Source: an optimization exercise on an open RTL-to-GDS flow (aim: small area, a short achievable clock period and few clock cycles per item). Production flows keep margins and buffers that such runs may drop. Function was checked by simulation only, so behaviour that the tests miss may differ from the original.

==> design/flow/design.v <==
module softmax_4 (
    input wire clk,
    input wire reset,
    input wire start,
    input wire [15:0] in0, in1, in2, in3,
    output reg [7:0] out0, out1, out2, out3,
    output reg done
);
    wire [15:0] e0, e1, e2, e3;
    sm_exp x0 (.x(in0), .e(e0));
    sm_exp x1 (.x(in1), .e(e1));
    sm_exp x2 (.x(in2), .e(e2));
    sm_exp x3 (.x(in3), .e(e3));
    wire [17:0] s = e0 + e1 + e2 + e3;
    wire nz = |s;
    wire b4 = ~|s[17:2];
    wire [17:0] s1 = b4 ? {s[1:0], 16'd0} : s;
    wire b3 = ~|s1[17:10];
    wire [17:0] s2 = b3 ? {s1[9:0], 8'd0} : s1;
    wire b2 = ~|s2[17:14];
    wire [17:0] s3 = b2 ? {s2[13:0], 4'd0} : s2;
    wire b1 = ~|s3[17:16];
    wire [17:0] s4 = b1 ? {s3[15:0], 2'd0} : s3;
    wire b0 = ~s4[17];
    wire [17:0] d = b0 ? {s4[16:0], 1'b0} : s4;
    function [17:0] nrm(input [15:0] e, input c4, input c3, input c2, input c1, input c0);
        reg [17:0] t;
        begin
            t = {2'b00, e};
            if (c4) t = {t[1:0], 16'd0};
            if (c3) t = {t[9:0], 8'd0};
            if (c2) t = {t[13:0], 4'd0};
            if (c1) t = {t[15:0], 2'd0};
            if (c0) t = {t[16:0], 1'b0};
            nrm = t;
        end
    endfunction
    wire [7:0] q0, q1, q2, q3;
    sm_div d0 (.en(nrm(e0, b4, b3, b2, b1, b0)), .d(d), .q(q0));
    sm_div d1 (.en(nrm(e1, b4, b3, b2, b1, b0)), .d(d), .q(q1));
    sm_div d2 (.en(nrm(e2, b4, b3, b2, b1, b0)), .d(d), .q(q2));
    sm_div d3 (.en(nrm(e3, b4, b3, b2, b1, b0)), .d(d), .q(q3));
    always @(posedge clk) begin
        out0 <= nz ? q0 : 8'd0;
        out1 <= nz ? q1 : 8'd0;
        out2 <= nz ? q2 : 8'd0;
        out3 <= nz ? q3 : 8'd0;
    end
    always @(posedge clk or posedge reset) begin
        if (reset)
            done <= 1'b0;
        else
            done <= start;
    end
endmodule
module sm_exp (input wire [15:0] x, output wire [15:0] e);
    wire t1;
    wire t2;
    wire t3;
    wire t4;
    wire t5;
    wire t6;
    wire t7;
    wire t8;
    wire t9;
    wire t10;
    wire t11;
    wire t12;
    wire t13;
    wire t14;
    wire t15;
    wire t16;
    wire t17;
    wire t18;
    wire t19;
    wire t20;
    wire t21;
    wire t22;
    wire t23;
    wire t24;
    wire t25;
    wire t26;
    wire t27;
    wire t28;
    wire t29;
    wire t30;
    wire t31;
    wire t32;
    wire t33;
    wire t34;
    wire t35;
    wire t36;
    wire t37;
    wire t38;
    wire t39;
    wire t40;
    wire t41;
    wire t42;
    wire t43;
    wire t44;
    wire t45;
    wire t46;
    wire t47;
    wire t48;
    wire t49;
    wire t50;
    wire t51;
    wire t52;
    wire t53;
    wire t54;
    wire t55;
    wire t56;
    wire t57;
    wire t58;
    wire t59;
    wire t60;
    wire t61;
    wire t62;
    wire t63;
    wire t64;
    wire t65;
    wire t66;
    wire t67;
    wire t68;
    wire t69;
    wire t70;
    wire t71;
    wire t72;
    wire t73;
    wire t74;
    wire t75;
    wire t76;
    wire t77;
    wire t78;
    wire t79;
    wire t80;
    wire t81;
    wire t82;
    wire t83;
    wire t84;
    wire t85;
    wire t86;
    wire t87;
    wire t88;
    wire t89;
    wire t90;
    wire t91;
    wire t92;
    wire t93;
    wire t94;
    wire t95;
    wire t96;
    wire t97;
    wire t98;
    wire t99;
    wire t100;
    wire t101;
    wire t102;
    wire t103;
    wire t104;
    wire t105;
    wire t106;
    wire t107;
    wire t108;
    wire t109;
    wire t110;
    wire t111;
    wire t112;
    wire t113;
    wire t114;
    wire t115;
    wire t116;
    wire t117;
    wire t118;
    wire t119;
    wire t120;
    wire t121;
    wire t122;
    wire t123;
    wire t124;
    wire t125;
    wire t126;
    wire t127;
    wire t128;
    wire t129;
    wire t130;
    wire t131;
    wire t132;
    wire t133;
    wire t134;
    wire t135;
    wire t136;
    wire t137;
    wire t138;
    wire t139;
    wire t140;
    wire t141;
    wire t142;
    wire t143;
    wire t144;
    wire t145;
    wire t146;
    wire t147;
    wire t148;
    wire t149;
    wire t150;
    wire t151;
    wire t152;
    wire t153;
    wire t154;
    wire t155;
    wire t156;
    wire t157;
    wire t158;
    wire t159;
    wire t160;
    wire t161;
    wire t162;
    wire t163;
    wire t164;
    wire t165;
    wire t166;
    wire t167;
    wire t168;
    wire t169;
    wire t170;
    wire t171;
    wire t172;
    wire t173;
    wire t174;
    wire t175;
    wire t176;
    wire t177;
    wire t178;
    wire t179;
    wire t180;
    wire t181;
    wire t182;
    wire t183;
    wire t184;
    wire t185;
    wire t186;
    wire t187;
    wire t188;
    wire t189;
    wire t190;
    wire t191;
    wire t192;
    wire t193;
    wire t194;
    wire t195;
    wire t196;
    wire t197;
    wire t198;
    wire t199;
    wire t200;
    wire t201;
    wire t202;
    wire t203;
    wire t204;
    wire t205;
    wire t206;
    wire t207;
    wire t208;
    wire t209;
    wire t210;
    wire t211;
    wire t212;
    wire t213;
    wire t214;
    wire t215;
    wire t216;
    assign t1 = (x[0]&x[15]) ^ (x[1]&x[14]);
    assign t2 = (x[0]&x[15]) & (x[1]&x[14]);
    assign t3 = (x[1]&x[15]) ^ (x[2]&x[14]);
    assign t4 = (x[1]&x[15]) & (x[2]&x[14]);
    assign t5 = (x[2]&x[15]) ^ (x[3]&x[14]);
    assign t6 = (x[2]&x[15]) & (x[3]&x[14]);
    assign t7 = (x[0]&x[9]) ^ (x[1]&x[8]);
    assign t8 = (x[0]&x[9]) & (x[1]&x[8]);
    assign t9 = (x[0]&x[10]) ^ (x[1]&x[9]);
    assign t10 = (x[0]&x[10]) & (x[1]&x[9]);
    assign t11 = (x[0]&x[11]) ^ (x[1]&x[10]) ^ (x[2]&x[9]);
    assign t12 = ((x[0]&x[11]) & (x[1]&x[10])) | ((x[0]&x[11]) & (x[2]&x[9])) | ((x[1]&x[10]) & (x[2]&x[9]));
    assign t13 = (x[3]&x[8]) ^ x[3];
    assign t14 = (x[3]&x[8]) & x[3];
    assign t15 = (x[0]&x[12]) ^ (x[1]&x[11]) ^ (x[2]&x[10]);
    assign t16 = ((x[0]&x[12]) & (x[1]&x[11])) | ((x[0]&x[12]) & (x[2]&x[10])) | ((x[1]&x[11]) & (x[2]&x[10]));
    assign t17 = (x[3]&x[9]) ^ (x[4]&x[8]);
    assign t18 = (x[3]&x[9]) & (x[4]&x[8]);
    assign t19 = (x[0]&x[13]) ^ (x[1]&x[12]) ^ (x[2]&x[11]);
    assign t20 = ((x[0]&x[13]) & (x[1]&x[12])) | ((x[0]&x[13]) & (x[2]&x[11])) | ((x[1]&x[12]) & (x[2]&x[11]));
    assign t21 = (x[3]&x[10]) ^ (x[4]&x[9]) ^ (x[5]&x[8]);
    assign t22 = ((x[3]&x[10]) & (x[4]&x[9])) | ((x[3]&x[10]) & (x[5]&x[8])) | ((x[4]&x[9]) & (x[5]&x[8]));
    assign t23 = x[5] ^ (x[6]&x[7]);
    assign t24 = x[5] & (x[6]&x[7]);
    assign t25 = (x[0]&x[14]) ^ (x[1]&x[13]) ^ (x[2]&x[12]);
    assign t26 = ((x[0]&x[14]) & (x[1]&x[13])) | ((x[0]&x[14]) & (x[2]&x[12])) | ((x[1]&x[13]) & (x[2]&x[12]));
    assign t27 = (x[3]&x[11]) ^ (x[4]&x[10]) ^ (x[5]&x[9]);
    assign t28 = ((x[3]&x[11]) & (x[4]&x[10])) | ((x[3]&x[11]) & (x[5]&x[9])) | ((x[4]&x[10]) & (x[5]&x[9]));
    assign t29 = (x[6]&x[8]) ^ x[6];
    assign t30 = (x[6]&x[8]) & x[6];
    assign t31 = t1 ^ (x[2]&x[13]) ^ (x[3]&x[12]);
    assign t32 = (t1 & (x[2]&x[13])) | (t1 & (x[3]&x[12])) | ((x[2]&x[13]) & (x[3]&x[12]));
    assign t33 = (x[4]&x[11]) ^ (x[5]&x[10]) ^ (x[6]&x[9]);
    assign t34 = ((x[4]&x[11]) & (x[5]&x[10])) | ((x[4]&x[11]) & (x[6]&x[9])) | ((x[5]&x[10]) & (x[6]&x[9]));
    assign t35 = (x[7]&x[8]) ^ x[7] ^ x[8];
    assign t36 = ((x[7]&x[8]) & x[7]) | ((x[7]&x[8]) & x[8]) | (x[7] & x[8]);
    assign t37 = t2 ^ t3 ^ (x[3]&x[13]);
    assign t38 = (t2 & t3) | (t2 & (x[3]&x[13])) | (t3 & (x[3]&x[13]));
    assign t39 = (x[4]&x[12]) ^ (x[5]&x[11]) ^ (x[6]&x[10]);
    assign t40 = ((x[4]&x[12]) & (x[5]&x[11])) | ((x[4]&x[12]) & (x[6]&x[10])) | ((x[5]&x[11]) & (x[6]&x[10]));
    assign t41 = (x[7]&x[9]) ^ x[8] ^ 1'b1;
    assign t42 = ((x[7]&x[9]) & x[8]) | ((x[7]&x[9]) & 1'b1) | (x[8] & 1'b1);
    assign t43 = t4 ^ t5 ^ (x[4]&x[13]);
    assign t44 = (t4 & t5) | (t4 & (x[4]&x[13])) | (t5 & (x[4]&x[13]));
    assign t45 = (x[5]&x[12]) ^ (x[6]&x[11]) ^ (x[7]&x[10]);
    assign t46 = ((x[5]&x[12]) & (x[6]&x[11])) | ((x[5]&x[12]) & (x[7]&x[10])) | ((x[6]&x[11]) & (x[7]&x[10]));
    assign t47 = (x[8]&x[9]) ^ x[9] ^ x[9];
    assign t48 = ((x[8]&x[9]) & x[9]) | ((x[8]&x[9]) & x[9]) | (x[9] & x[9]);
    assign t49 = t6 ^ (x[3]&x[15]) ^ (x[4]&x[14]);
    assign t50 = (t6 & (x[3]&x[15])) | (t6 & (x[4]&x[14])) | ((x[3]&x[15]) & (x[4]&x[14]));
    assign t51 = (x[5]&x[13]) ^ (x[6]&x[12]) ^ (x[7]&x[11]);
    assign t52 = ((x[5]&x[13]) & (x[6]&x[12])) | ((x[5]&x[13]) & (x[7]&x[11])) | ((x[6]&x[12]) & (x[7]&x[11]));
    assign t53 = (x[8]&x[10]) ^ x[10];
    assign t54 = (x[8]&x[10]) & x[10];
    assign t55 = (x[4]&x[15]) ^ (x[5]&x[14]) ^ (x[6]&x[13]);
    assign t56 = ((x[4]&x[15]) & (x[5]&x[14])) | ((x[4]&x[15]) & (x[6]&x[13])) | ((x[5]&x[14]) & (x[6]&x[13]));
    assign t57 = (x[7]&x[12]) ^ (x[8]&x[11]) ^ (x[9]&x[10]);
    assign t58 = ((x[7]&x[12]) & (x[8]&x[11])) | ((x[7]&x[12]) & (x[9]&x[10])) | ((x[8]&x[11]) & (x[9]&x[10]));
    assign t59 = x[10] ^ x[11];
    assign t60 = x[10] & x[11];
    assign t61 = (x[5]&x[15]) ^ (x[6]&x[14]) ^ (x[7]&x[13]);
    assign t62 = ((x[5]&x[15]) & (x[6]&x[14])) | ((x[5]&x[15]) & (x[7]&x[13])) | ((x[6]&x[14]) & (x[7]&x[13]));
    assign t63 = (x[8]&x[12]) ^ (x[9]&x[11]);
    assign t64 = (x[8]&x[12]) & (x[9]&x[11]);
    assign t65 = (x[6]&x[15]) ^ (x[7]&x[14]) ^ (x[8]&x[13]);
    assign t66 = ((x[6]&x[15]) & (x[7]&x[14])) | ((x[6]&x[15]) & (x[8]&x[13])) | ((x[7]&x[14]) & (x[8]&x[13]));
    assign t67 = (x[9]&x[12]) ^ (x[10]&x[11]);
    assign t68 = (x[9]&x[12]) & (x[10]&x[11]);
    assign t69 = (x[7]&x[15]) ^ (x[8]&x[14]);
    assign t70 = (x[7]&x[15]) & (x[8]&x[14]);
    assign t71 = (x[8]&x[15]) ^ (x[9]&x[14]);
    assign t72 = (x[8]&x[15]) & (x[9]&x[14]);
    assign t73 = (x[0]&x[7]) ^ (x[1]&x[6]);
    assign t74 = (x[0]&x[7]) & (x[1]&x[6]);
    assign t75 = (x[0]&x[8]) ^ x[0] ^ (x[1]&x[7]);
    assign t76 = ((x[0]&x[8]) & x[0]) | ((x[0]&x[8]) & (x[1]&x[7])) | (x[0] & (x[1]&x[7]));
    assign t77 = t7 ^ x[1] ^ (x[2]&x[7]);
    assign t78 = (t7 & x[1]) | (t7 & (x[2]&x[7])) | (x[1] & (x[2]&x[7]));
    assign t79 = (x[3]&x[6]) ^ (x[4]&x[5]);
    assign t80 = (x[3]&x[6]) & (x[4]&x[5]);
    assign t81 = t8 ^ t9 ^ (x[2]&x[8]);
    assign t82 = (t8 & t9) | (t8 & (x[2]&x[8])) | (t9 & (x[2]&x[8]));
    assign t83 = x[2] ^ (x[3]&x[7]) ^ (x[4]&x[6]);
    assign t84 = (x[2] & (x[3]&x[7])) | (x[2] & (x[4]&x[6])) | ((x[3]&x[7]) & (x[4]&x[6]));
    assign t85 = t10 ^ t11 ^ t13;
    assign t86 = (t10 & t11) | (t10 & t13) | (t11 & t13);
    assign t87 = (x[4]&x[7]) ^ (x[5]&x[6]) ^ x[6];
    assign t88 = ((x[4]&x[7]) & (x[5]&x[6])) | ((x[4]&x[7]) & x[6]) | ((x[5]&x[6]) & x[6]);
    assign t89 = t12 ^ t14 ^ t15;
    assign t90 = (t12 & t14) | (t12 & t15) | (t14 & t15);
    assign t91 = t17 ^ x[4] ^ (x[5]&x[7]);
    assign t92 = (t17 & x[4]) | (t17 & (x[5]&x[7])) | (x[4] & (x[5]&x[7]));
    assign t93 = t16 ^ t18 ^ t19;
    assign t94 = (t16 & t18) | (t16 & t19) | (t18 & t19);
    assign t95 = t21 ^ t23 ^ x[7];
    assign t96 = (t21 & t23) | (t21 & x[7]) | (t23 & x[7]);
    assign t97 = t20 ^ t22 ^ t24;
    assign t98 = (t20 & t22) | (t20 & t24) | (t22 & t24);
    assign t99 = t25 ^ t27 ^ t29;
    assign t100 = (t25 & t27) | (t25 & t29) | (t27 & t29);
    assign t101 = t26 ^ t28 ^ t30;
    assign t102 = (t26 & t28) | (t26 & t30) | (t28 & t30);
    assign t103 = t31 ^ t33 ^ t35;
    assign t104 = (t31 & t33) | (t31 & t35) | (t33 & t35);
    assign t105 = t32 ^ t34 ^ t36;
    assign t106 = (t32 & t34) | (t32 & t36) | (t34 & t36);
    assign t107 = t37 ^ t39 ^ t41;
    assign t108 = (t37 & t39) | (t37 & t41) | (t39 & t41);
    assign t109 = t38 ^ t40 ^ t42;
    assign t110 = (t38 & t40) | (t38 & t42) | (t40 & t42);
    assign t111 = t43 ^ t45 ^ t47;
    assign t112 = (t43 & t45) | (t43 & t47) | (t45 & t47);
    assign t113 = t44 ^ t46 ^ t48;
    assign t114 = (t44 & t46) | (t44 & t48) | (t46 & t48);
    assign t115 = t49 ^ t51 ^ t53;
    assign t116 = (t49 & t51) | (t49 & t53) | (t51 & t53);
    assign t117 = t50 ^ t52 ^ t54;
    assign t118 = (t50 & t52) | (t50 & t54) | (t52 & t54);
    assign t119 = t55 ^ t57 ^ t59;
    assign t120 = (t55 & t57) | (t55 & t59) | (t57 & t59);
    assign t121 = t56 ^ t58 ^ t60;
    assign t122 = (t56 & t58) | (t56 & t60) | (t58 & t60);
    assign t123 = t61 ^ t63 ^ x[12];
    assign t124 = (t61 & t63) | (t61 & x[12]) | (t63 & x[12]);
    assign t125 = t62 ^ t64 ^ t65;
    assign t126 = (t62 & t64) | (t62 & t65) | (t64 & t65);
    assign t127 = t67 ^ x[11] ^ x[13];
    assign t128 = (t67 & x[11]) | (t67 & x[13]) | (x[11] & x[13]);
    assign t129 = t66 ^ t68 ^ t69;
    assign t130 = (t66 & t68) | (t66 & t69) | (t68 & t69);
    assign t131 = (x[9]&x[13]) ^ (x[10]&x[12]) ^ x[14];
    assign t132 = ((x[9]&x[13]) & (x[10]&x[12])) | ((x[9]&x[13]) & x[14]) | ((x[10]&x[12]) & x[14]);
    assign t133 = t70 ^ t71 ^ (x[10]&x[13]);
    assign t134 = (t70 & t71) | (t70 & (x[10]&x[13])) | (t71 & (x[10]&x[13]));
    assign t135 = (x[11]&x[12]) ^ x[12] ^ x[15];
    assign t136 = ((x[11]&x[12]) & x[12]) | ((x[11]&x[12]) & x[15]) | (x[12] & x[15]);
    assign t137 = (x[0]&x[5]) ^ (x[1]&x[4]);
    assign t138 = (x[0]&x[5]) & (x[1]&x[4]);
    assign t139 = (x[0]&x[6]) ^ (x[1]&x[5]);
    assign t140 = (x[0]&x[6]) & (x[1]&x[5]);
    assign t141 = t73 ^ (x[2]&x[5]) ^ (x[3]&x[4]);
    assign t142 = (t73 & (x[2]&x[5])) | (t73 & (x[3]&x[4])) | ((x[2]&x[5]) & (x[3]&x[4]));
    assign t143 = t74 ^ t75 ^ (x[2]&x[6]);
    assign t144 = (t74 & t75) | (t74 & (x[2]&x[6])) | (t75 & (x[2]&x[6]));
    assign t145 = t76 ^ t77 ^ t79;
    assign t146 = (t76 & t77) | (t76 & t79) | (t77 & t79);
    assign t147 = t78 ^ t80 ^ t81;
    assign t148 = (t78 & t80) | (t78 & t81) | (t80 & t81);
    assign t149 = t82 ^ t84 ^ t85;
    assign t150 = (t82 & t84) | (t82 & t85) | (t84 & t85);
    assign t151 = t86 ^ t88 ^ t89;
    assign t152 = (t86 & t88) | (t86 & t89) | (t88 & t89);
    assign t153 = t90 ^ t92 ^ t93;
    assign t154 = (t90 & t92) | (t90 & t93) | (t92 & t93);
    assign t155 = t94 ^ t96 ^ t97;
    assign t156 = (t94 & t96) | (t94 & t97) | (t96 & t97);
    assign t157 = t98 ^ t100 ^ t101;
    assign t158 = (t98 & t100) | (t98 & t101) | (t100 & t101);
    assign t159 = t102 ^ t104 ^ t105;
    assign t160 = (t102 & t104) | (t102 & t105) | (t104 & t105);
    assign t161 = t106 ^ t108 ^ t109;
    assign t162 = (t106 & t108) | (t106 & t109) | (t108 & t109);
    assign t163 = t110 ^ t112 ^ t113;
    assign t164 = (t110 & t112) | (t110 & t113) | (t112 & t113);
    assign t165 = t114 ^ t116 ^ t117;
    assign t166 = (t114 & t116) | (t114 & t117) | (t116 & t117);
    assign t167 = t118 ^ t120 ^ t121;
    assign t168 = (t118 & t120) | (t118 & t121) | (t120 & t121);
    assign t169 = t122 ^ t124 ^ t125;
    assign t170 = (t122 & t124) | (t122 & t125) | (t124 & t125);
    assign t171 = t126 ^ t128 ^ t129;
    assign t172 = (t126 & t128) | (t126 & t129) | (t128 & t129);
    assign t173 = t130 ^ t132 ^ t133;
    assign t174 = (t130 & t132) | (t130 & t133) | (t132 & t133);
    assign t175 = (x[0]&x[3]) ^ (x[1]&x[2]);
    assign t176 = (x[0]&x[3]) & (x[1]&x[2]);
    assign t177 = (x[0]&x[4]) ^ (x[1]&x[3]);
    assign t178 = (x[0]&x[4]) & (x[1]&x[3]);
    assign t179 = t137 ^ (x[2]&x[3]) ^ x[3];
    assign t180 = (t137 & (x[2]&x[3])) | (t137 & x[3]) | ((x[2]&x[3]) & x[3]);
    assign t181 = t138 ^ t139 ^ (x[2]&x[4]);
    assign t182 = (t138 & t139) | (t138 & (x[2]&x[4])) | (t139 & (x[2]&x[4]));
    assign t183 = t140 ^ t141 ^ x[4];
    assign t184 = (t140 & t141) | (t140 & x[4]) | (t141 & x[4]);
    assign t185 = t142 ^ t143 ^ (x[3]&x[5]);
    assign t186 = (t142 & t143) | (t142 & (x[3]&x[5])) | (t143 & (x[3]&x[5]));
    assign t187 = t144 ^ t145 ^ x[5];
    assign t188 = (t144 & t145) | (t144 & x[5]) | (t145 & x[5]);
    assign t189 = t146 ^ t147 ^ t83;
    assign t190 = (t146 & t147) | (t146 & t83) | (t147 & t83);
    assign t191 = t148 ^ t149 ^ t87;
    assign t192 = (t148 & t149) | (t148 & t87) | (t149 & t87);
    assign t193 = t150 ^ t151 ^ t91;
    assign t194 = (t150 & t151) | (t150 & t91) | (t151 & t91);
    assign t195 = t152 ^ t153 ^ t95;
    assign t196 = (t152 & t153) | (t152 & t95) | (t153 & t95);
    assign t197 = t154 ^ t155 ^ t99;
    assign t198 = (t154 & t155) | (t154 & t99) | (t155 & t99);
    assign t199 = t156 ^ t157 ^ t103;
    assign t200 = (t156 & t157) | (t156 & t103) | (t157 & t103);
    assign t201 = t158 ^ t159 ^ t107;
    assign t202 = (t158 & t159) | (t158 & t107) | (t159 & t107);
    assign t203 = t160 ^ t161 ^ t111;
    assign t204 = (t160 & t161) | (t160 & t111) | (t161 & t111);
    assign t205 = t162 ^ t163 ^ t115;
    assign t206 = (t162 & t163) | (t162 & t115) | (t163 & t115);
    assign t207 = t164 ^ t165 ^ t119;
    assign t208 = (t164 & t165) | (t164 & t119) | (t165 & t119);
    assign t209 = t166 ^ t167 ^ t123;
    assign t210 = (t166 & t167) | (t166 & t123) | (t167 & t123);
    assign t211 = t168 ^ t169 ^ t127;
    assign t212 = (t168 & t169) | (t168 & t127) | (t169 & t127);
    assign t213 = t170 ^ t171 ^ t131;
    assign t214 = (t170 & t171) | (t170 & t131) | (t171 & t131);
    assign t215 = t172 ^ t173 ^ t135;
    assign t216 = (t172 & t173) | (t172 & t135) | (t173 & t135);
    wire [24:0] ra = {t214, t212, t210, t208, t206, t204, t202, t200, t198, t196, t194, t192, t190, t188, t186, t184, t182, t180, t178, t176, t175, (x[0]&x[2]), (x[0]&x[1]), 1'b0, x[0]};
    wire [24:0] rb = {t215, t213, t211, t209, t207, t205, t203, t201, t199, t197, t195, t193, t191, t189, t187, t185, t183, t181, t179, t177, x[2], 1'b0, x[1], 1'b0, 1'b0};
    wire [24:0] sum = ra + rb;
    assign e = sum[24:9];
endmodule
module sm_div (input wire [17:0] en, input wire [17:0] d, output wire [7:0] q);
    wire [27:0] sv0 = {2'b00, en, 8'b0};
    wire [27:0] cv0 = {10'h3ff, ~en};
    wire [19:0] dp = {2'b00, d};
    wire [19:0] dn = {2'b11, ~d};
    wire p1 = 1'b1; wire n1 = 1'b0;
    wire [27:0] a1 = {sv0[26:0], 1'b0};
    wire [27:0] b1 = {cv0[26:0], 1'b0};
    wire [19:0] t1 = ({20{p1}} & dn) | ({20{n1}} & dp);
    wire [19:0] ai1 = {a1[27:9], p1};
    wire [19:0] fs1 = ai1 ^ b1[27:8] ^ t1;
    wire [19:0] fc1 = (ai1 & b1[27:8]) | (ai1 & t1) | (b1[27:8] & t1);
    wire [27:0] sv1 = {fs1, a1[7:0]};
    wire [27:0] cv1 = {fc1[18:0], 1'b0, b1[7:0]};
    wire [3:0] z2 = sv1[27:24] + cv1[27:24];
    wire p2 = ~z2[3];
    wire n2 = z2[3] & ~&z2[2:0];
    wire [27:0] a2 = {sv1[26:0], 1'b0};
    wire [27:0] b2 = {cv1[26:0], 1'b0};
    wire [19:0] t2 = ({20{p2}} & dn) | ({20{n2}} & dp);
    wire [19:0] ai2 = {a2[27:9], p2};
    wire [19:0] fs2 = ai2 ^ b2[27:8] ^ t2;
    wire [19:0] fc2 = (ai2 & b2[27:8]) | (ai2 & t2) | (b2[27:8] & t2);
    wire [27:0] sv2 = {fs2, a2[7:0]};
    wire [27:0] cv2 = {fc2[18:0], 1'b0, b2[7:0]};
    wire [3:0] z3 = sv2[27:24] + cv2[27:24];
    wire p3 = ~z3[3];
    wire n3 = z3[3] & ~&z3[2:0];
    wire [27:0] a3 = {sv2[26:0], 1'b0};
    wire [27:0] b3 = {cv2[26:0], 1'b0};
    wire [19:0] t3 = ({20{p3}} & dn) | ({20{n3}} & dp);
    wire [19:0] ai3 = {a3[27:9], p3};
    wire [19:0] fs3 = ai3 ^ b3[27:8] ^ t3;
    wire [19:0] fc3 = (ai3 & b3[27:8]) | (ai3 & t3) | (b3[27:8] & t3);
    wire [27:0] sv3 = {fs3, a3[7:0]};
    wire [27:0] cv3 = {fc3[18:0], 1'b0, b3[7:0]};
    wire [3:0] z4 = sv3[27:24] + cv3[27:24];
    wire p4 = ~z4[3];
    wire n4 = z4[3] & ~&z4[2:0];
    wire [27:0] a4 = {sv3[26:0], 1'b0};
    wire [27:0] b4 = {cv3[26:0], 1'b0};
    wire [19:0] t4 = ({20{p4}} & dn) | ({20{n4}} & dp);
    wire [19:0] ai4 = {a4[27:9], p4};
    wire [19:0] fs4 = ai4 ^ b4[27:8] ^ t4;
    wire [19:0] fc4 = (ai4 & b4[27:8]) | (ai4 & t4) | (b4[27:8] & t4);
    wire [27:0] sv4 = {fs4, a4[7:0]};
    wire [27:0] cv4 = {fc4[18:0], 1'b0, b4[7:0]};
    wire [3:0] z5 = sv4[27:24] + cv4[27:24];
    wire p5 = ~z5[3];
    wire n5 = z5[3] & ~&z5[2:0];
    wire [27:0] a5 = {sv4[26:0], 1'b0};
    wire [27:0] b5 = {cv4[26:0], 1'b0};
    wire [19:0] t5 = ({20{p5}} & dn) | ({20{n5}} & dp);
    wire [19:0] ai5 = {a5[27:9], p5};
    wire [19:0] fs5 = ai5 ^ b5[27:8] ^ t5;
    wire [19:0] fc5 = (ai5 & b5[27:8]) | (ai5 & t5) | (b5[27:8] & t5);
    wire [27:0] sv5 = {fs5, a5[7:0]};
    wire [27:0] cv5 = {fc5[18:0], 1'b0, b5[7:0]};
    wire [3:0] z6 = sv5[27:24] + cv5[27:24];
    wire p6 = ~z6[3];
    wire n6 = z6[3] & ~&z6[2:0];
    wire [27:0] a6 = {sv5[26:0], 1'b0};
    wire [27:0] b6 = {cv5[26:0], 1'b0};
    wire [19:0] t6 = ({20{p6}} & dn) | ({20{n6}} & dp);
    wire [19:0] ai6 = {a6[27:9], p6};
    wire [19:0] fs6 = ai6 ^ b6[27:8] ^ t6;
    wire [19:0] fc6 = (ai6 & b6[27:8]) | (ai6 & t6) | (b6[27:8] & t6);
    wire [27:0] sv6 = {fs6, a6[7:0]};
    wire [27:0] cv6 = {fc6[18:0], 1'b0, b6[7:0]};
    wire [3:0] z7 = sv6[27:24] + cv6[27:24];
    wire p7 = ~z7[3];
    wire n7 = z7[3] & ~&z7[2:0];
    wire [27:0] a7 = {sv6[26:0], 1'b0};
    wire [27:0] b7 = {cv6[26:0], 1'b0};
    wire [19:0] t7 = ({20{p7}} & dn) | ({20{n7}} & dp);
    wire [19:0] ai7 = {a7[27:9], p7};
    wire [19:0] fs7 = ai7 ^ b7[27:8] ^ t7;
    wire [19:0] fc7 = (ai7 & b7[27:8]) | (ai7 & t7) | (b7[27:8] & t7);
    wire [27:0] sv7 = {fs7, a7[7:0]};
    wire [27:0] cv7 = {fc7[18:0], 1'b0, b7[7:0]};
    wire [3:0] z8 = sv7[27:24] + cv7[27:24];
    wire p8 = ~z8[3];
    wire n8 = z8[3] & ~&z8[2:0];
    wire [27:0] a8 = {sv7[26:0], 1'b0};
    wire [27:0] b8 = {cv7[26:0], 1'b0};
    wire [19:0] t8 = ({20{p8}} & dn) | ({20{n8}} & dp);
    wire [19:0] ai8 = {a8[27:9], p8};
    wire [19:0] fs8 = ai8 ^ b8[27:8] ^ t8;
    wire [19:0] fc8 = (ai8 & b8[27:8]) | (ai8 & t8) | (b8[27:8] & t8);
    wire [27:0] sv8 = {fs8, a8[7:0]};
    wire [27:0] cv8 = {fc8[18:0], 1'b0, b8[7:0]};
    wire [18:0] r = sv8[26:8] + cv8[26:8] + 19'd1;
    wire neg = r[18];
    wire [7:0] P = {p1,p2,p3,p4,p5,p6,p7,p8};
    wire [7:0] N = {n1,n2,n3,n4,n5,n6,n7,n8};
    assign q = P + ~N + {7'd0, ~neg};
endmodule
==> design/flow/run.sh <==
#!/bin/bash
# synth_recipe.tcl (not shown) runs the flow's synth.tcl, then flattens the netlist and writes it again
# the make line also repeats each setting of config.mk as NAME=value (left out here)
make -C /OpenROAD-flow-scripts/flow DESIGN_CONFIG=/design/flow/config.mk WORK_HOME=/design/flow/orfs CLKGATE_MAP_FILE= SYNTH_SCRIPT=/design/flow/synth_recipe.tcl finish
==> design/flow/config.mk <==
export PLATFORM = sky130hd
export DESIGN_NAME = softmax_4
export DESIGN_NICKNAME = softmax_4
export VERILOG_FILES = /design/flow/design.v
export SDC_FILE = /design/flow/constraint.sdc
export NUM_CORES = 4
export LEC_CHECK = 0
export CAP_MARGIN = 20
export CORE_MARGIN = 2
export CORE_UTILIZATION = 40
export SLEW_MARGIN = 20
==> design/flow/constraint.sdc <==
create_clock -name core_clock -period 60.0 [get_ports {clk}]
set_input_delay 12.0000 -clock core_clock [delete_from_list [all_inputs] [get_ports {clk}]]
set_output_delay 12.0000 -clock core_clock [all_outputs]
set_load 0.01 [all_outputs]
==> results of run 1 <==
-- area by class of cell --
| cell class | instances | area, µm² |
|---|---|---|
| Fill cell | 11400 | 65800 |
| Multi-Input combinational cell | 3973 | 40500 |
| Inverter | 890 | 3340 |
| Tap cell | 1512 | 1890 |
| Timing Repair Buffer | 171 | 1540 |
| Sequential cell | 33 | 666 |
| Clock buffer | 8 | 136 |
-- registers in the layout (all words and copies together) (netlist names) --
name and count:
out3 8, done 1, out1 8, out2 8
out0 8
-- cells by family (layout without fill, tap and decap cells) --
logic type / after synthesis / in the layout / share of synthesized area [%]
AOI/OAI and AO/OA: 786 / 786 / 10.9
xor gates and xnor gates: 263 / 263 / 5.39
adders and majority gates: 1297 / 1297 / 50.0
buffers and inverters: 1183 / 1069 / 10.3
DFF: 33 / 33 / 1.46
muxes: 432 / 432 / 9.64
and+or+nand+nor: 1195 / 1195 / 12.4
-- cell usage after synthesis, drive strengths merged, types with 26 or more instances --
library cell	instances
o211ai	27
nor3	46
xor2	78
and2	234
inv	884
mux2	46
ha	413
o21ai	216
a21o	58
nand2b	30
mux2i	386
clkbuf	176
nor2b	31
a21oi	247
dfxtp	32
nor2	280
buf	117
nand2	417
a211oi	28
xnor2	180
fa	883
o21a	26
nand3	56
-- layer usage --
metal  up-vias  part of all wire [%]  GRT usage, %
li1      16400                     -             -
met1     17700                    45          31.5
met2      1137                    46          36.8
met3       222                   5.2          1.85
met4         2                   3.7          7.59
met5         -                0.0084             0
-- worst max-delay path by stage --
stage,slack [ns],startpoint,to
floorplan,18.72,in3[2],out3[6]
global placement,13.12,in3[2],out3[6]
detailed placement,12.19,in3[2],out3[5]
CTS,12.52,in3[2],out3[5]
global route,9.68,in3[2],out3[7]
finish,12.60,in3[2],out3[5]
-- layout by cell type (no fill, tap or decap), types with 10 or more instances in the layout --
cell type / n
sky130_fd_sc_hd__ha_1: 413
sky130_fd_sc_hd__o21a_1: 25
sky130_fd_sc_hd__nor2b_1: 31
sky130_fd_sc_hd__a311o_1: 12
sky130_fd_sc_hd__o22ai_1: 13
sky130_fd_sc_hd__a31oi_1: 25
sky130_fd_sc_hd__xor2_1: 75
sky130_fd_sc_hd__a22oi_1: 13
sky130_fd_sc_hd__nand2b_1: 30
sky130_fd_sc_hd__clkdlybuf4s50_1: 99
sky130_fd_sc_hd__or2_2: 13
sky130_fd_sc_hd__a21o_1: 57
sky130_fd_sc_hd__a211oi_1: 26
sky130_fd_sc_hd__xnor2_1: 170
sky130_fd_sc_hd__o21ai_1: 20
sky130_fd_sc_hd__nor3_1: 45
sky130_fd_sc_hd__a21oi_1: 241
sky130_fd_sc_hd__mux2_2: 35
sky130_fd_sc_hd__nand2_1: 414
sky130_fd_sc_hd__mux2i_1: 377
sky130_fd_sc_hd__inv_1: 877
sky130_fd_sc_hd__a221o_1: 11
sky130_fd_sc_hd__and2_1: 234
sky130_fd_sc_hd__o211ai_1: 25
sky130_fd_sc_hd__fa_1: 883
sky130_fd_sc_hd__and3_1: 25
sky130_fd_sc_hd__dfxtp_1: 32
sky130_fd_sc_hd__nor2_1: 271
sky130_fd_sc_hd__nand4_1: 19
sky130_fd_sc_hd__o21ai_0: 194
sky130_fd_sc_hd__or3_1: 18
sky130_fd_sc_hd__buf_4: 71
sky130_fd_sc_hd__o21bai_1: 18
sky130_fd_sc_hd__mux2_1: 10
sky130_fd_sc_hd__nand3_1: 56
-- stage by stage --
step	instances	hold WS, ns
finish	6587	11.80
global route	6587	11.81
CTS	6586	11.78
detailed placement	6578	12.14
global placement	6578	12.14
floorplan	5189	11.73
-- worst max-delay path: cells and delay by family --
kind                       cells  cell delay, ns
xor gates and xnor gates      14            4.03
adders and majority gates     24           10.03
AOI/OAI and AO/OA             45           10.53
muxes                          2            0.47
buffers and inverters         16            4.40
and+or+nand+nor               19            6.06
==> impl_metrics.sql, run 1 <==
INSERT INTO impl_metrics (metric_group, metric, value, unit) VALUES
('outcome', 'run_status', 'no timing/DRC/antenna violations', ''),
('drt', 'dr.pass1.iters', '8', ''),
('timing', 'final.setup.worst_slack', '12.60', 'ns'),
('timing', 'fin_tns_setup', '0', 'ns'),
('yosys', 'yosysWarningCount', '1', ''),
('timing', 'relSlewSlack', '28.5', '%'),
('clock_network', 'cts-resized-gates', '0', ''),
('drt', 'remaining_drc_errors', '0', ''),
('die', 'die_height', '342', 'µm'),
('timing', 'max_slew.worst_pin.slew', '1.06', 'ns'),
('yosys', 'postSynthNetCount', '6552', ''),
('drt', 'drt_iter0_drc', '2586', ''),
('timing', 'maxClockFrequency', '0.0211', 'GHz'),
('drt', 'detail_route.wl_per_cell', '19.8', 'µm'),
('timing', 'final_period_utilization', '79.0', '%'),
('yosys', 'netlist_instances', '5189', ''),
('drt', 'route.vias.total', '35500', ''),
('clock_network', 'post-cts-setup-buffers', '0', ''),
('yosys', 'synth_area_leaders', 'sky130_fd_sc_hd__fa_1, sky130_fd_sc_hd__ha_1, sky130_fd_sc_hd__mux2i_1, sky130_fd_sc_hd__inv_1, sky130_fd_sc_hd__nand2_1', ''),
('timing', 'hold_viol_final', '0', ''),
('yosys', 'post_synth_edffs', '0', ''),
('yosys', 'synth_area', '45700', 'µm²'),
('grt', 'grt_first_pass_wirelength', '210000', 'µm'),
('die', 'coreArea', '114000', 'µm²'),
('finish', 'drive_gt1_share', '3.86', '%'),
('grt', 'grt_max_degree', '74', ''),
('timing', 'finalCriticalPeriod', '47.40', 'ns'),
('finish', 'antenna_cells_inserted', '0', ''),
('critical_path', 'critical-path-max-stage-delay', '0.97', 'ns'),
('yosys', 'synth_top_area_share', '38.6', '%'),
('die', 'die_w', '342', 'µm'),
('grt', 'grt_pass1_vias', '36900', ''),
('critical_path', 'setup.worst_path.class', 'in -> reg', ''),
('placement', 'placedInstanceArea', '47900', 'µm²'),
('clock_network', 'number_of_buffers_created_by_cts', '5', ''),
('critical_path', 'cp_data_arrival_time', '47.65', 'ns'),
('grt', 'antenna_found_initial', '1', ''),
('yosys', 'netlist.top_cell.by_area', 'sky130_fd_sc_hd__fa_1', ''),
('finish', 'final_core_utilization', '42.2', '%'),
('placement', 'detailedPlace.worstSlack', '12.19', 'ns'),
('grt', 'grt_overflow_total', '0', ''),
('clock_network', 'cts-htree-levels', '2', ''),
('clock_network', 'ctsRootBufferMaster', 'sky130_fd_sc_hd__clkbuf_16', ''),
('drt', 'avgViaCountPerCell', '5.39', ''),
('finish', 'areaGrowthSynthToFinish', '5.15', '%'),
('run', 'max_cap_viol_count', '0', ''),
('finish', 'postLayoutCellArea', '48100', 'µm²'),
('critical_path', 'worstSetupStartpointType', 'primary input', ''),
('yosys', 'yosys_most_used_dff', 'sky130_fd_sc_hd__dfxtp_1', ''),
('grt', 'track_usage', '22.5', '%'),
('die', 'initial_core_utilization', '40.2', '%'),
('placement', 'numPortBuffers', '99', ''),
('yosys', 'synth-async-reset-ratio', '3.03', '%'),
('clock_network', 'cts_hold_buffers', '0', ''),
('yosys', 'post_synth_num_cell_types', '101', ''),
('die', 'pin_count', '100', ''),
('placement', 'routabilityCongestion', '0.973', ''),
('critical_path', 'critical_path.endpoint_type', 'register', ''),
('clock_network', 'cts_tree', 'yes', ''),
('worst_hold_path', 'worst_hold_path_type', 'in -> async', ''),
('clock_network', 'worst_setup_hold_path_clk_slew', '0.08', 'ns'),
('drt', 'count_of_nets_left_with_antenna_violations_after_detail_routing', '0', '');
Testbench counts, summed over its fixed seeds: cycles 24,000, items 24,000.
==> inputs of run 2 (changes only) <==
--- a/design/flow/design.v
+++ b/design/flow/design.v
@@ -13,16 +13,15 @@
     sm_exp x3 (.x(in3), .e(e3));
     wire [17:0] s = e0 + e1 + e2 + e3;
     wire nz = |s;
-    wire b4 = ~|s[17:2];
-    wire [17:0] s1 = b4 ? {s[1:0], 16'd0} : s;
-    wire b3 = ~|s1[17:10];
-    wire [17:0] s2 = b3 ? {s1[9:0], 8'd0} : s1;
-    wire b2 = ~|s2[17:14];
-    wire [17:0] s3 = b2 ? {s2[13:0], 4'd0} : s2;
-    wire b1 = ~|s3[17:16];
-    wire [17:0] s4 = b1 ? {s3[15:0], 2'd0} : s3;
-    wire b0 = ~s4[17];
-    wire [17:0] d = b0 ? {s4[16:0], 1'b0} : s4;
+    reg [4:0] k;
+    integer i;
+    always @(*) begin
+        k = 5'd0;
+        for (i = 0; i < 18; i = i + 1)
+            if (s[i]) k = 5'd17 - i[4:0];
+    end
+    wire b4 = k[4], b3 = k[3], b2 = k[2], b1 = k[1], b0 = k[0];
+    wire [17:0] d = s << k;
     function [17:0] nrm(input [15:0] e, input c4, input c3, input c2, input c1, input c0);
         reg [17:0] t;
         begin
@@ -36,10 +35,11 @@
         end
     endfunction
     wire [7:0] q0, q1, q2, q3;
-    sm_div d0 (.en(nrm(e0, b4, b3, b2, b1, b0)), .d(d), .q(q0));
-    sm_div d1 (.en(nrm(e1, b4, b3, b2, b1, b0)), .d(d), .q(q1));
-    sm_div d2 (.en(nrm(e2, b4, b3, b2, b1, b0)), .d(d), .q(q2));
-    sm_div d3 (.en(nrm(e3, b4, b3, b2, b1, b0)), .d(d), .q(q3));
+    wire [19:0] d3 = {2'b00, d} + {1'b0, d, 1'b0};
+    sm_div dv0 (.en(nrm(e0, b4, b3, b2, b1, b0)), .d(d), .d3(d3), .q(q0));
+    sm_div dv1 (.en(nrm(e1, b4, b3, b2, b1, b0)), .d(d), .d3(d3), .q(q1));
+    sm_div dv2 (.en(nrm(e2, b4, b3, b2, b1, b0)), .d(d), .d3(d3), .q(q2));
+    sm_div dv3 (.en(nrm(e3, b4, b3, b2, b1, b0)), .d(d), .d3(d3), .q(q3));
     always @(posedge clk) begin
         out0 <= nz ? q0 : 8'd0;
         out1 <= nz ? q1 : 8'd0;
@@ -491,100 +491,92 @@
     wire [24:0] sum = ra + rb;
     assign e = sum[24:9];
 endmodule
-module sm_div (input wire [17:0] en, input wire [17:0] d, output wire [7:0] q);
+module sm_qsl (input wire [5:0] z, input wire [1:0] di, output wire p, output wire n,
+               output wire m1, output wire m2, output wire m3);
+    wire s = z[5];
+    wire [4:0] v = z[4:0] ^ {5{s}};
+    assign p = ~s;
+    assign n = s & (|v);
+    wire v3 = v >= 5'd3, v4 = v >= 5'd4, v5 = v >= 5'd5, v6 = v >= 5'd6;
+    wire v7 = v >= 5'd7, v8 = v >= 5'd8, v9 = v >= 5'd9;
+    wire ge2 = s ? (di[1] ? v5 : v4) : (di[1] ? v4 : v3);
+    reg ge3;
+    always @(*) begin
+        case ({s, di})
+            3'b000: ge3 = v5;
+            3'b001: ge3 = v6;
+            3'b010: ge3 = v7;
+            3'b011: ge3 = v8;
+            3'b100: ge3 = v6;
+            3'b101: ge3 = v7;
+            3'b110: ge3 = v8;
+            default: ge3 = v9;
+        endcase
+    end
+    assign m3 = ge3;
+    assign m2 = ge2 & ~ge3;
+    assign m1 = ~ge2 & (p | n);
+endmodule
+module sm_div (input wire [17:0] en, input wire [17:0] d, input wire [19:0] d3, output wire [7:0] q);
     wire [27:0] sv0 = {2'b00, en, 8'b0};
     wire [27:0] cv0 = {10'h3ff, ~en};
-    wire [19:0] dp = {2'b00, d};
-    wire [19:0] dn = {2'b11, ~d};
-    wire p1 = 1'b1; wire n1 = 1'b0;
-    wire [27:0] a1 = {sv0[26:0], 1'b0};
-    wire [27:0] b1 = {cv0[26:0], 1'b0};
-    wire [19:0] t1 = ({20{p1}} & dn) | ({20{n1}} & dp);
+    wire [19:0] d1 = {2'b00, d};
+    wire [19:0] d2 = {1'b0, d, 1'b0};
+    wire [5:0] z1 = {2'b00, en[17:14]} - 6'd1;
+    wire p1, n1, ma1, mb1, mc1;
+    sm_qsl qs1 (.z(z1), .di(d[16:15]), .p(p1), .n(n1), .m1(ma1), .m2(mb1), .m3(mc1));
+    wire [27:0] a1 = {sv0[25:0], 2'b0};
+    wire [27:0] b1 = {cv0[25:0], 2'b0};
+    wire [19:0] g1 = ({20{ma1}} & d1) | ({20{mb1}} & d2) | ({20{mc1}} & d3);
+    wire [19:0] t1 = g1 ^ {20{p1}};
     wire [19:0] ai1 = {a1[27:9], p1};
     wire [19:0] fs1 = ai1 ^ b1[27:8] ^ t1;
     wire [19:0] fc1 = (ai1 & b1[27:8]) | (ai1 & t1) | (b1[27:8] & t1);
     wire [27:0] sv1 = {fs1, a1[7:0]};
     wire [27:0] cv1 = {fc1[18:0], 1'b0, b1[7:0]};
-    wire [3:0] z2 = sv1[27:24] + cv1[27:24];
-    wire p2 = ~z2[3];
-    wire n2 = z2[3] & ~&z2[2:0];
-    wire [27:0] a2 = {sv1[26:0], 1'b0};
-    wire [27:0] b2 = {cv1[26:0], 1'b0};
-    wire [19:0] t2 = ({20{p2}} & dn) | ({20{n2}} & dp);
+    wire [5:0] z2 = sv1[27:22] + cv1[27:22];
+    wire p2, n2, ma2, mb2, mc2;
+    sm_qsl qs2 (.z(z2), .di(d[16:15]), .p(p2), .n(n2), .m1(ma2), .m2(mb2), .m3(mc2));
+    wire [27:0] a2 = {sv1[25:0], 2'b0};
+    wire [27:0] b2 = {cv1[25:0], 2'b0};
+    wire [19:0] g2 = ({20{ma2}} & d1) | ({20{mb2}} & d2) | ({20{mc2}} & d3);
+    wire [19:0] t2 = g2 ^ {20{p2}};
     wire [19:0] ai2 = {a2[27:9], p2};
     wire [19:0] fs2 = ai2 ^ b2[27:8] ^ t2;
     wire [19:0] fc2 = (ai2 & b2[27:8]) | (ai2 & t2) | (b2[27:8] & t2);
     wire [27:0] sv2 = {fs2, a2[7:0]};
     wire [27:0] cv2 = {fc2[18:0], 1'b0, b2[7:0]};
-    wire [3:0] z3 = sv2[27:24] + cv2[27:24];
-    wire p3 = ~z3[3];
-    wire n3 = z3[3] & ~&z3[2:0];
-    wire [27:0] a3 = {sv2[26:0], 1'b0};
-    wire [27:0] b3 = {cv2[26:0], 1'b0};
-    wire [19:0] t3 = ({20{p3}} & dn) | ({20{n3}} & dp);
+    wire [5:0] z3 = sv2[27:22] + cv2[27:22];
+    wire p3, n3, ma3, mb3, mc3;
+    sm_qsl qs3 (.z(z3), .di(d[16:15]), .p(p3), .n(n3), .m1(ma3), .m2(mb3), .m3(mc3));
+    wire [27:0] a3 = {sv2[25:0], 2'b0};
+    wire [27:0] b3 = {cv2[25:0], 2'b0};
+    wire [19:0] g3 = ({20{ma3}} & d1) | ({20{mb3}} & d2) | ({20{mc3}} & d3);
+    wire [19:0] t3 = g3 ^ {20{p3}};
     wire [19:0] ai3 = {a3[27:9], p3};
     wire [19:0] fs3 = ai3 ^ b3[27:8] ^ t3;
     wire [19:0] fc3 = (ai3 & b3[27:8]) | (ai3 & t3) | (b3[27:8] & t3);
     wire [27:0] sv3 = {fs3, a3[7:0]};
     wire [27:0] cv3 = {fc3[18:0], 1'b0, b3[7:0]};
-    wire [3:0] z4 = sv3[27:24] + cv3[27:24];
-    wire p4 = ~z4[3];
-    wire n4 = z4[3] & ~&z4[2:0];
-    wire [27:0] a4 = {sv3[26:0], 1'b0};
-    wire [27:0] b4 = {cv3[26:0], 1'b0};
-    wire [19:0] t4 = ({20{p4}} & dn) | ({20{n4}} & dp);
+    wire [5:0] z4 = sv3[27:22] + cv3[27:22];
+    wire p4, n4, ma4, mb4, mc4;
+    sm_qsl qs4 (.z(z4), .di(d[16:15]), .p(p4), .n(n4), .m1(ma4), .m2(mb4), .m3(mc4));
+    wire [27:0] a4 = {sv3[25:0], 2'b0};
+    wire [27:0] b4 = {cv3[25:0], 2'b0};
+    wire [19:0] g4 = ({20{ma4}} & d1) | ({20{mb4}} & d2) | ({20{mc4}} & d3);
+    wire [19:0] t4 = g4 ^ {20{p4}};
     wire [19:0] ai4 = {a4[27:9], p4};
     wire [19:0] fs4 = ai4 ^ b4[27:8] ^ t4;
     wire [19:0] fc4 = (ai4 & b4[27:8]) | (ai4 & t4) | (b4[27:8] & t4);
     wire [27:0] sv4 = {fs4, a4[7:0]};
     wire [27:0] cv4 = {fc4[18:0], 1'b0, b4[7:0]};
-    wire [3:0] z5 = sv4[27:24] + cv4[27:24];
-    wire p5 = ~z5[3];
-    wire n5 = z5[3] & ~&z5[2:0];
-    wire [27:0] a5 = {sv4[26:0], 1'b0};
-    wire [27:0] b5 = {cv4[26:0], 1'b0};
-    wire [19:0] t5 = ({20{p5}} & dn) | ({20{n5}} & dp);
-    wire [19:0] ai5 = {a5[27:9], p5};
-    wire [19:0] fs5 = ai5 ^ b5[27:8] ^ t5;
-    wire [19:0] fc5 = (ai5 & b5[27:8]) | (ai5 & t5) | (b5[27:8] & t5);
-    wire [27:0] sv5 = {fs5, a5[7:0]};
-    wire [27:0] cv5 = {fc5[18:0], 1'b0, b5[7:0]};
-    wire [3:0] z6 = sv5[27:24] + cv5[27:24];
-    wire p6 = ~z6[3];
-    wire n6 = z6[3] & ~&z6[2:0];
-    wire [27:0] a6 = {sv5[26:0], 1'b0};
-    wire [27:0] b6 = {cv5[26:0], 1'b0};
-    wire [19:0] t6 = ({20{p6}} & dn) | ({20{n6}} & dp);
-    wire [19:0] ai6 = {a6[27:9], p6};
-    wire [19:0] fs6 = ai6 ^ b6[27:8] ^ t6;
-    wire [19:0] fc6 = (ai6 & b6[27:8]) | (ai6 & t6) | (b6[27:8] & t6);
-    wire [27:0] sv6 = {fs6, a6[7:0]};
-    wire [27:0] cv6 = {fc6[18:0], 1'b0, b6[7:0]};
-    wire [3:0] z7 = sv6[27:24] + cv6[27:24];
-    wire p7 = ~z7[3];
-    wire n7 = z7[3] & ~&z7[2:0];
-    wire [27:0] a7 = {sv6[26:0], 1'b0};
-    wire [27:0] b7 = {cv6[26:0], 1'b0};
-    wire [19:0] t7 = ({20{p7}} & dn) | ({20{n7}} & dp);
-    wire [19:0] ai7 = {a7[27:9], p7};
-    wire [19:0] fs7 = ai7 ^ b7[27:8] ^ t7;
-    wire [19:0] fc7 = (ai7 & b7[27:8]) | (ai7 & t7) | (b7[27:8] & t7);
-    wire [27:0] sv7 = {fs7, a7[7:0]};
-    wire [27:0] cv7 = {fc7[18:0], 1'b0, b7[7:0]};
-    wire [3:0] z8 = sv7[27:24] + cv7[27:24];
-    wire p8 = ~z8[3];
-    wire n8 = z8[3] & ~&z8[2:0];
-    wire [27:0] a8 = {sv7[26:0], 1'b0};
-    wire [27:0] b8 = {cv7[26:0], 1'b0};
-    wire [19:0] t8 = ({20{p8}} & dn) | ({20{n8}} & dp);
-    wire [19:0] ai8 = {a8[27:9], p8};
-    wire [19:0] fs8 = ai8 ^ b8[27:8] ^ t8;
-    wire [19:0] fc8 = (ai8 & b8[27:8]) | (ai8 & t8) | (b8[27:8] & t8);
-    wire [27:0] sv8 = {fs8, a8[7:0]};
-    wire [27:0] cv8 = {fc8[18:0], 1'b0, b8[7:0]};
-    wire [18:0] r = sv8[26:8] + cv8[26:8] + 19'd1;
+    wire [18:0] r = sv4[26:8] + cv4[26:8] + 19'd1;
     wire neg = r[18];
-    wire [7:0] P = {p1,p2,p3,p4,p5,p6,p7,p8};
-    wire [7:0] N = {n1,n2,n3,n4,n5,n6,n7,n8};
-    assign q = P + ~N + {7'd0, ~neg};
+    wire [7:0] P = {p1 ? {mb1|mc1, ma1|mc1} : 2'b00, p2 ? {mb2|mc2, ma2|mc2} : 2'b00,
+                    p3 ? {mb3|mc3, ma3|mc3} : 2'b00, p4 ? {mb4|mc4, ma4|mc4} : 2'b00};
+    wire [7:0] N = {n1 ? {mb1|mc1, ma1|mc1} : 2'b00, n2 ? {mb2|mc2, ma2|mc2} : 2'b00,
+                    n3 ? {mb3|mc3, ma3|mc3} : 2'b00, n4 ? {mb4|mc4, ma4|mc4} : 2'b00};
+    wire [7:0] qa = P + ~N;
+    wire [7:0] qb = P + ~N + 8'd1;
+    assign q = neg ? qa : qb;
 endmodule
--- a/design/flow/config.mk
+++ b/design/flow/config.mk
@@ -5,7 +5,8 @@
 export SDC_FILE = /design/flow/constraint.sdc
 export NUM_CORES = 4
 export LEC_CHECK = 0
+export ABC_AREA = 1
 export CAP_MARGIN = 20
 export CORE_MARGIN = 2
-export CORE_UTILIZATION = 40
+export CORE_UTILIZATION = 70
 export SLEW_MARGIN = 20
==> impl_metrics.sql, run 2 <==
INSERT INTO impl_metrics (metric_group, metric, value, unit) VALUES
('grt', 'grt_pass1_vias', '48500', ''),
('clock_network', 'cts-resized-gates', '0', ''),
('drt', 'route.vias.total', '50800', ''),
('grt', 'grt_overflow_total', '0', ''),
('timing', 'max_slew.worst_pin.slew', '1.32', 'ns'),
('grt', 'antenna_found_initial', '6', ''),
('critical_path', 'critical-path-max-stage-delay', '0.95', 'ns'),
('critical_path', 'critical_path.endpoint_type', 'register', ''),
('drt', 'count_of_nets_left_with_antenna_violations_after_detail_routing', '0', ''),
('yosys', 'post_synth_most_frequent_cells', 'sky130_fd_sc_hd__nand2_1, sky130_fd_sc_hd__inv_1, sky130_fd_sc_hd__fa_1, sky130_fd_sc_hd__nand3_1, sky130_fd_sc_hd__xor2_1', ''),
('critical_path', 'worstSetupStartpointType', 'primary input', ''),
('clock_network', 'cts_hold_buffers', '0', ''),
('finish', 'drive_gt1_share', '4.54', '%'),
('grt', 'track_usage', '45.7', '%'),
('grt', 'grt_first_pass_wirelength', '260000', 'µm'),
('die', 'coreArea', '69800', 'µm²'),
('yosys', 'netlist_instances', '7608', ''),
('clock_network', 'worst_setup_hold_path_clk_slew', '0.06', 'ns'),
('timing', 'finalCriticalPeriod', '44.09', 'ns'),
('grt', 'grt_max_degree', '98', ''),
('finish', 'fill_cells', '6156', ''),
('yosys', 'synth_area_leaders', 'sky130_fd_sc_hd__fa_1, sky130_fd_sc_hd__nand2_1, sky130_fd_sc_hd__inv_1, sky130_fd_sc_hd__ha_1, sky130_fd_sc_hd__xor2_1', ''),
('finish', 'instances_no_fill', '8400', ''),
('finish', 'mostFrequentLayoutCell', 'sky130_fd_sc_hd__nand2_1', ''),
('finish', 'areaGrowthSynthToFinish', '2.69', '%'),
('die', 'die_height', '269', 'µm'),
('run', 'max_cap_viol_count', '0', ''),
('timing', 'fin_tns_setup', '0', 'ns'),
('outcome', 'run_status', 'no timing/DRC/antenna violations', ''),
('timing', 'relSlewSlack', '11.3', '%'),
('drt', 'remaining_drc_errors', '0', ''),
('drt', 'avgViaCountPerCell', '6.05', ''),
('clock_network', 'ctsRootBufferMaster', 'sky130_fd_sc_hd__clkbuf_16', ''),
('drt', 'drt_iter0_drc', '6663', ''),
('die', 'die_w', '269', 'µm'),
('placement', 'numPlacedInstances', '8384', ''),
('yosys', 'synth-async-reset-ratio', '3.03', '%'),
('critical_path', 'cp-endpoint', 'out1[7]', ''),
('finish', 'seqCellArea', '666', 'µm²'),
('finish', 'most-common-layout-cells', 'sky130_fd_sc_hd__nand2_1, sky130_fd_sc_hd__inv_1, sky130_fd_sc_hd__fa_1', ''),
('die', 'pin_count', '100', ''),
('yosys', 'synth_area', '49200', 'µm²'),
('drt', 'dr.pass1.iters', '10', ''),
('yosys', 'post_synth_num_cell_types', '79', ''),
('yosys', 'yosysWarningCount', '2', ''),
('clock_network', 'cts_tree', 'yes', ''),
('drt', 'detail_route.wl_per_cell', '19.7', 'µm');
-- run 2: metrics by stage --
step                setup WS [ns]  instance area, µm²  utilization (%)
global route                14.08               50500             72.4
detailed placement          17.17               50400             72.2
CTS                         17.43               50500             72.3
floorplan                   24.22               49200                -
finish                      15.91               50500             72.4
global placement            16.91               50300             72.1
-- run 2: critical path, delay by kind of cell --
family / cells / cell delay [ns]
simple gates: 53 / 9.52
fa+ha+maj: 18 / 7.34
compound gates: 33 / 6.73
buf+inv: 29 / 5.07
xor+xnor: 12 / 3.48
-- run 2: how the worst min path moves through the flow --
stage / from / to / slack, ns / cells after the start
3_3_place_gp: reset / done / 12.14 / 2
2_1_floorplan: reset / done / 11.73 / 1
6_report: reset / done / 11.84 / 2
3_5_place_dp: reset / done / 12.14 / 2
4_1_cts: reset / done / 11.83 / 2
5_1_grt: reset / done / 11.86 / 2
-- run 2: area by class of cell --
cell class	count	share of cell area, %
Tap cell	940	2.33
Antenna cell	7	0.0347
Inverter	1698	12.6
Multi-Input combinational cell	5539	80.3
Sequential cell	33	1.32
Clock buffer	8	0.270
Timing Repair Buffer	175	3.09
-- run 2: logic make-up after synthesis --
kind of cell / share of synthesized area [%]
AND/OR/NAND/NOR: 26.6
buffers and inverters: 16.3
AO/OA/AOI/OAI: 12.8
adder cells (fa/ha/maj): 33.9
XOR/XNOR: 8.91
flip-flops: 1.35
multiplexers: 0.0610
other: 0.00762
-- run 2: layer usage --
metal / global-route usage [%] / vias to the layer above / part of all wire [%]
met5: 0.541 / - / 0.049
met3: 13.5 / 941 / 13
met1: 56.0 / 23400 / 36
met2: 70.4 / 3168 / 43
li1: - / 23200 / -
met4: 29.3 / 10 / 8.1
Testbench counts of run 2, summed over its fixed seeds: cycles 24,000, items 24,000.

==> what the ideal ports hide <==
In the flow no input, the clock included, has a driving cell. The finished layouts below were timed again as built, in two steps. Step 1: set_driving_cell puts a clkbuf_16 on clk and a buf_2 on each other input, an assumption about the parent block. Step 2 moves the port delays by t, midway between the first and last clock arrival at a register: inputs arrive t later, outputs are due t later. That takes back most of the time a late clock gives input paths. Three values: ideal ports, drivers, drivers and shift; two values: the first two.
| run | t, ns | slack for setup (ns) | hold slack, ns | worst data-port slew with drivers (ns) |
|---|---|---|---|---|
| run 1 | 0.399 | 12.595 / 12.627 / 12.227 | 11.803 / 11.765 / 12.164 | 0.05 |
| run 2 | 0.355 | 15.910 / 15.944 / 15.588 | 11.838 / 11.807 / 12.162 | 0.06 |
After both steps every run listed still meets setup and hold. For run 1, which loses most, drivers alone change the setup slack by +0.032 ns; drivers and shift together by -0.368 ns.
